Background: an optimization exercise with open tools, aiming at small area, a short achievable clock period and few clock cycles per item. Do not read the settings as production practice. The RTL was checked by simulation tests, not by an equivalence proof against the original design.

==> run Z <==
Design quantsilicon_top, start of the top module:
module quantsilicon_top (
    input  logic                clk,
    input  logic                rst_n,
    input  logic                in_valid,
    output logic                in_ready,
    input  logic signed [31:0]  price,        
    input  logic signed [31:0]  position,     
    input  logic signed [31:0]  beta,         
    output logic                out_valid,
    input  logic                out_ready,
    output logic signed [31:0]  signal_out,   
    output logic                allow_trade,
    output logic                kill_switch
);
==> flow/config.mk <==
export PLATFORM = sky130hd
export DESIGN_NAME = quantsilicon_top
export DESIGN_NICKNAME = quantsilicon_top
export VERILOG_FILES = /design/flow/design.v
export SDC_FILE = /design/flow/constraint.sdc
export NUM_CORES = 4
export LEC_CHECK = 0
export CAP_MARGIN = 20
export CORE_MARGIN = 2
export CORE_UTILIZATION = 55
export CTS_CLUSTER_DIAMETER = 60
export CTS_CLUSTER_SIZE = 25
export SLEW_MARGIN = 20
export SYNTH_HIERARCHICAL = 1
export SYNTH_MINIMUM_KEEP_SIZE = 0
==> flow/constraint.sdc <==
create_clock -name core_clock -period 12.5 [get_ports {clk}]
set_input_delay 2.5000 -clock core_clock [delete_from_list [all_inputs] [get_ports {clk}]]
set_output_delay 2.5000 -clock core_clock [all_outputs]
set_load 0.01 [all_outputs]
standard.sh (not shown) runs the stock make flow with config.mk's settings and CLKGATE_MAP_FILE= SYNTH_SCRIPT=/design/flow/synth_recipe.tcl, a recipe that flattens the netlist after the stock synthesis.
==> flow/flow/run.sh <==
#!/bin/bash
# Layout flow: the standard synthesis, then every cell set to its smallest
# drive strength, then the standard ORFS layout with timing repair aiming
# SETUP_SLACK_MARGIN ns below the clock period (cells on critical paths get
# upsized again) and buf_2 port buffers. Each tool's output goes to a log file
# of its own here.
set -euo pipefail
MARGIN=${MARGIN:-8}
bash standard.sh synth > synth.log 2>&1
R=$PWD/orfs/results/$FLOW_PLATFORM/quantsilicon_top/base
DS_IN=$R/1_synth.odb DS_OUT=$R/1_synth.odb \
  openroad -no_init -exit flow/downsize.tcl > downsize.log 2>&1
bash standard.sh SETUP_SLACK_MARGIN=$MARGIN \
  "BUFFER_PORTS_ARGS=-buffer_cell sky130_fd_sc_hd__buf_2" finish > layout.log 2>&1
==> flow/flow/downsize.tcl <==
# Set every cell of the synthesized netlist to the smallest drive strength of
# its type (same function and pins); the timing repair that follows upsizes
# the cells on critical paths again.
set db [ord::get_db]

read_db $::env(DS_IN)
set block [ord::get_db_block]

set n 0
foreach inst [$block getInsts] {
  set m [$inst getMaster]
  set name [$m getName]
  if {![regexp {^(sky130_fd_sc_hd__[a-z0-9]+)_([0-9]+)$} $name -> base drv]} { continue }
  if {[string match "*lpflow*" $name] || [string match "*probe*" $name]} { continue }
  set best $m
  set best_area [expr {[$m getWidth] * [$m getHeight]}]
  foreach d {0 1 2} {
    set cand ${base}_$d
    if {$cand eq $name} { continue }
    set cm [$db findMaster $cand]
    if {$cm eq "NULL"} { continue }
    set a [expr {[$cm getWidth] * [$cm getHeight]}]
    if {$a < $best_area} { set best $cm; set best_area $a }
  }
  if {$best ne $m} { $inst swapMaster $best; incr n }
}
puts "downsize: swapped $n instances"
write_db $::env(DS_OUT)
==> run R: changes against run Z <==
--- a/flow/design.v
+++ b/flow/design.v
@@ -4,16 +4,18 @@
   localparam logic signed [31:0] LIMIT = 32'sd131072;
 endpackage
 module feature_engine (
     input  logic signed [31:0] ret,
     input  logic signed [31:0] ema,
-    output logic signed [31:0] ema_next
+    output logic signed [31:0] ema_next,
+    output logic signed [31:0] t
 );
     logic [37:0] a, b, c, s, k;
     logic [32:0] lo, d;
     logic [4:0]  h0;
     logic        wp, wn;
+    logic [33:0] ret3;
     assign a = {ema[31], ema, 5'b0};           
     assign b = ~{{6{ema[31]}}, ema};           
     assign c = {{6{ret[31]}}, ret};            
     for (genvar i = 0; i < 5; i++) begin : g_ha
         half_add u_ha (.a(b[i]), .b(c[i]), .s(s[i]), .co(k[i]));
@@ -32,28 +34,12 @@
         .wp  (wp),
         .wn  (wn),
         .hi  (ema_next[31:27])
     );
     assign ema_next[26:0] = lo[31:5];
-endmodule
-module signal_sum (
-    input  logic signed [31:0] ret,
-    input  logic signed [31:0] ema,
-    output logic signed [31:0] signal_out
-);
-    logic [33:0] a, b, c, s, k, sum;
-    assign a = {{2{ret[31]}}, ret};
-    assign b = {ret[31], ret, 1'b0};
-    assign c = {{2{ema[31]}}, ema[31:2], 2'b00};
-    assign s[0] = a[0];
-    assign k[0] = 1'b0;
-    half_add u_ha1 (.a(a[1]), .b(b[1]), .s(s[1]), .co(k[1]));
-    for (genvar i = 2; i < 34; i++) begin : g_fa
-        full_add u_fa (.a(a[i]), .b(b[i]), .c(c[i]), .s(s[i]), .co(k[i]));
-    end
-    assign sum        = s + {k[32:0], 1'b0};
-    assign signal_out = sum[33:2];
+    assign ret3 = {{2{ret[31]}}, ret} + {ret[31], ret, 1'b0};
+    assign t    = ret3[33:2];
 endmodule
 module ema_hi_sel (
     input  logic [4:0] h0,
     input  logic       cin,
     input  logic       wp,
@@ -66,18 +52,22 @@
     assign hp2 = h0 + 5'd2;
     assign hi = cin ? (wp ? h0  : (wn ? hp2 : hp1))
                     : (wp ? hm1 : (wn ? hp1 : h0));
 endmodule
 module signal_engine (
-    input  logic [31:0] px,
-    input  logic [31:0] py,
-    input  logic        pc,
-    output logic        kill
+    input  logic signed [31:0] t,
+    input  logic signed [31:0] ema,
+    input  logic        [31:0] px,
+    input  logic        [31:0] py,
+    input  logic               pc,
+    output logic signed [31:0] signal_out,
+    output logic               kill
 );
     logic signed [31:0] expo;
-    assign expo = px + py + {31'd0, pc};
-    assign kill = expo > fxp_pkg::LIMIT;
+    assign signal_out = t + (ema >>> 2);
+    assign expo       = px + py + {31'd0, pc};
+    assign kill       = expo > fxp_pkg::LIMIT;
 endmodule
 module risk_mul_tree (
     input  logic [31:0] a,
     input  logic [15:0] one,
     input  logic [15:0] two,
@@ -2353,59 +2343,99 @@
     output logic signed [31:0]  signal_out,   
     output logic                allow_trade,
     output logic                kill_switch
 );
     logic v0, v1;           
-    logic rv0, rv1;         
     logic mv, sv;           
     logic rdy;              
-    logic adv, acc, pop;
+    logic adv;
     assign adv       = ~sv;
-    assign acc       = in_valid & adv;
-    assign pop       = mv & out_ready;
     assign in_ready  = rdy;
     assign out_valid = mv;
     logic signed [31:0] prev, ema;
     logic signed [31:0] ret_r;
+    logic        [31:0] pos_r;
+    logic        [15:0] one_d, two_d, neg_d, one_r, two_r, neg_r;
+    logic               flip;
+    assign flip = position[31] & (|position[30:0]);
+    booth_enc u_enc (
+        .b    (beta),
+        .flip (flip),
+        .one  (one_d),
+        .two  (two_d),
+        .neg  (neg_d)
+    );
     always_ff @(posedge clk or negedge rst_n) begin
         if (!rst_n) begin
             prev <= 32'sd0;
             v0   <= 1'b0;
         end else if (adv) begin
             v0 <= in_valid;
             if (in_valid) prev <= price;
         end
     end
     always_ff @(posedge clk) begin
-        if (adv) ret_r <= price - prev;
+        if (adv) begin
+            ret_r  <= price - prev;
+            pos_r  <= position;
+            one_r  <= one_d;
+            two_r  <= two_d;
+            neg_r  <= neg_d;
+        end
     end
-    logic signed [31:0] ema_next, ret2_r;
+    logic signed [31:0] ema_next, t_next, t_r;
+    logic        [47:0] mx, my;
+    logic        [16:0] lo;
+    logic        [31:0] px_r, py_r;
+    logic               pc_r;
     feature_engine u_feature (
         .ret      (ret_r),
         .ema      (ema),
-        .ema_next (ema_next)
+        .ema_next (ema_next),
+        .t        (t_next)
     );
+    risk_mul_tree u_mul (
+        .a    (pos_r),
+        .one  (one_r),
+        .two  (two_r),
+        .neg  (neg_r),
+        .x    (mx),
+        .y    (my)
+    );
+    assign lo = {1'b0, mx[15:0]} + {1'b0, my[15:0]};
     always_ff @(posedge clk or negedge rst_n) begin
         if (!rst_n) begin
             ema <= 32'sd0;
             v1  <= 1'b0;
         end else if (adv) begin
             v1 <= v0;
             if (v0) ema <= ema_next;
         end
     end
     always_ff @(posedge clk) begin
-        if (adv) ret2_r <= ret_r;
+        if (adv) begin
+            t_r  <= t_next;
+            px_r <= mx[47:16];
+            py_r <= my[47:16];
+            pc_r <= lo[16];
+        end
     end
     logic signed [31:0] sig_in, sig_h, sig_s;
-    logic               inc, sv_next;
-    signal_sum u_sum (
-        .ret        (ret2_r),
+    logic               kill_in, kill_h, kill_s;
+    logic               pop, inc;
+    signal_engine u_signal (
+        .t          (t_r),
         .ema        (ema),
-        .signal_out (sig_in)
+        .px         (px_r),
+        .py         (py_r),
+        .pc         (pc_r),
+        .signal_out (sig_in),
+        .kill       (kill_in)
     );
-    assign inc     = v1 & adv;
+    assign pop = mv & out_ready;
+    assign inc = v1 & adv;
+    logic sv_next;
     assign sv_next = sv ? ~pop : (inc & mv & ~pop);
     always_ff @(posedge clk or negedge rst_n) begin
         if (!rst_n) begin
             mv  <= 1'b0;
             sv  <= 1'b0;
@@ -2415,81 +2445,18 @@
             sv  <= sv_next;
             rdy <= ~sv_next;
         end
     end
     always_ff @(posedge clk) begin
-        if (adv) sig_s <= sig_in;
-        if (~mv | out_ready) sig_h <= sv ? sig_s : sig_in;
-    end
-    assign signal_out = sig_h;
-    logic        [31:0] pos_r;
-    logic        [15:0] one_d, two_d, neg_d, one_r, two_r, neg_r;
-    logic               flip;
-    assign flip = position[31] & (|position[30:0]);
-    booth_enc u_enc (
-        .b    (beta),
-        .flip (flip),
-        .one  (one_d),
-        .two  (two_d),
-        .neg  (neg_d)
-    );
-    always_ff @(posedge clk) begin
-        pos_r <= position;
-        one_r <= one_d;
-        two_r <= two_d;
-        neg_r <= neg_d;
-    end
-    logic        [47:0] mx, my;
-    logic        [16:0] lo;
-    logic        [31:0] px_r, py_r;
-    logic               pc_r;
-    risk_mul_tree u_mul (
-        .a    (pos_r),
-        .one  (one_r),
-        .two  (two_r),
-        .neg  (neg_r),
-        .x    (mx),
-        .y    (my)
-    );
-    assign lo = {1'b0, mx[15:0]} + {1'b0, my[15:0]};
-    always_ff @(posedge clk) begin
-        px_r <= mx[47:16];
-        py_r <= my[47:16];
-        pc_r <= lo[16];
-    end
-    logic kill_in;
-    signal_engine u_risk_cmp (
-        .px   (px_r),
-        .py   (py_r),
-        .pc   (pc_r),
-        .kill (kill_in)
-    );
-    always_ff @(posedge clk or negedge rst_n) begin
-        if (!rst_n) begin
-            rv0 <= 1'b0;
-            rv1 <= 1'b0;
-        end else begin
-            rv0 <= acc;
-            rv1 <= rv0;
+        if (adv) begin
+            sig_s  <= sig_in;
+            kill_s <= kill_in;
         end
-    end
-    logic [3:0] kf;
-    logic [2:0] kn;         
-    logic       wr;
-    assign wr = rv1;
-    always_ff @(posedge clk or negedge rst_n) begin
-        if (!rst_n) kn <= 3'd0;
-        else        kn <= kn + {2'b0, wr} - {2'b0, pop};
-    end
-    always_ff @(posedge clk) begin
-        for (int i = 0; i < 4; i++) begin
-            if (pop) begin
-                if (wr && kn == 3'(i + 1)) kf[i] <= kill_in;
-                else if (i < 3)            kf[i] <= kf[i + 1];
-            end else if (wr && kn == 3'(i)) begin
-                kf[i] <= kill_in;
-            end
+        if (~mv | out_ready) begin
+            sig_h  <= sv ? sig_s  : sig_in;
+            kill_h <= sv ? kill_s : kill_in;
         end
     end
-    assign kill_switch = kf[0];
-    assign allow_trade = ~kf[0];
+    assign signal_out  = sig_h;
+    assign kill_switch = kill_h;
+    assign allow_trade = ~kill_h;
 endmodule
--- a/flow/config.mk
+++ b/flow/config.mk
@@ -6,10 +6,11 @@
 export NUM_CORES = 4
 export LEC_CHECK = 0
 export CAP_MARGIN = 20
 export CORE_MARGIN = 2
 export CORE_UTILIZATION = 55
-export CTS_CLUSTER_DIAMETER = 60
-export CTS_CLUSTER_SIZE = 25
+export CTS_BUF_LIST = sky130_fd_sc_hd__clkbuf_8
+export CTS_CLUSTER_DIAMETER = 80
+export CTS_CLUSTER_SIZE = 20
 export SLEW_MARGIN = 20
 export SYNTH_HIERARCHICAL = 1
 export SYNTH_MINIMUM_KEEP_SIZE = 0
==> run summary <==
metric                                                                       run R           run Z
Status                                                              finished clean  finished clean
Reg2Reg Setup Slack                                                        7910 ps         8050 ps
GRT Overall Usage                                                           0.3284          0.3248
Length of routed met3 wiring                                               9898 um        10800 um
Launching element of the worst setup path                                 one_r[0]        price[0]
ANT cells                                                                        2               1
Clock buffers                                                                   30              40
Mean area per synthesized cell                                         10.95 sq um     10.65 sq um
Headroom to the max-slew limit                                              0.2296          0.3091
Critical Path Sink                                                            pc_r       ret_r[28]
FF-to-FF Start                                                            one_r[0]        neg_r[4]
Clk_skew                                                                  23.06 ps        28.51 ps
Post-CTS setup buffer count                                                     19               5
Number of detailed-routing iterations run before antenna repair                  7               8
Number of buffer and inverter instances along the worst setup path               1               3
Area taken by flip-flops and latches                                0.009663 sq mm  0.008467 sq mm
Number of H-tree levels                                                          1               2
Hold depth                                                                       1               0
Worst-path fanout max                                                           17               3
Testbench counts of run Z, summed over its fixed seeds: cycles 24,024, items 24,000.
Testbench counts of run R, summed over its fixed seeds: cycles 24,024, items 24,000.

afterwards: timing with drivers on the ports:
The flow's constraints put no driver on any port. The routed layouts listed below were extracted and timed again, unchanged, in two steps. Step 1, drivers: a clkbuf_16 drives clk and a buf_2 each remaining input, both assumed. Step 2, shift: input delay + t, output delay - t, t = (earliest + latest rising clock arrival at the registers) / 2. This alone moves slack from input paths to output paths. Three values: no drivers, after step 1, after step 2; two values: the first two.
run	shift t [ns]	setup slack, ns	hold WS [ns]	slew at the worst register clock pin (ns)	cell pins on the clock port's net
run Z	0.647	7.934 / 7.961 / 7.314	0.361 / 0.361 / 0.361	0.08 / 0.08	1
run R	0.788	7.905 / 7.905 / 7.409	0.483 / 0.483 / 0.483	0.13 / 0.13	1
After both steps every run listed still meets setup and hold. The setup slack of run Z, which loses most, moves by +0.027 ns with the drivers and by -0.620 ns with both steps.
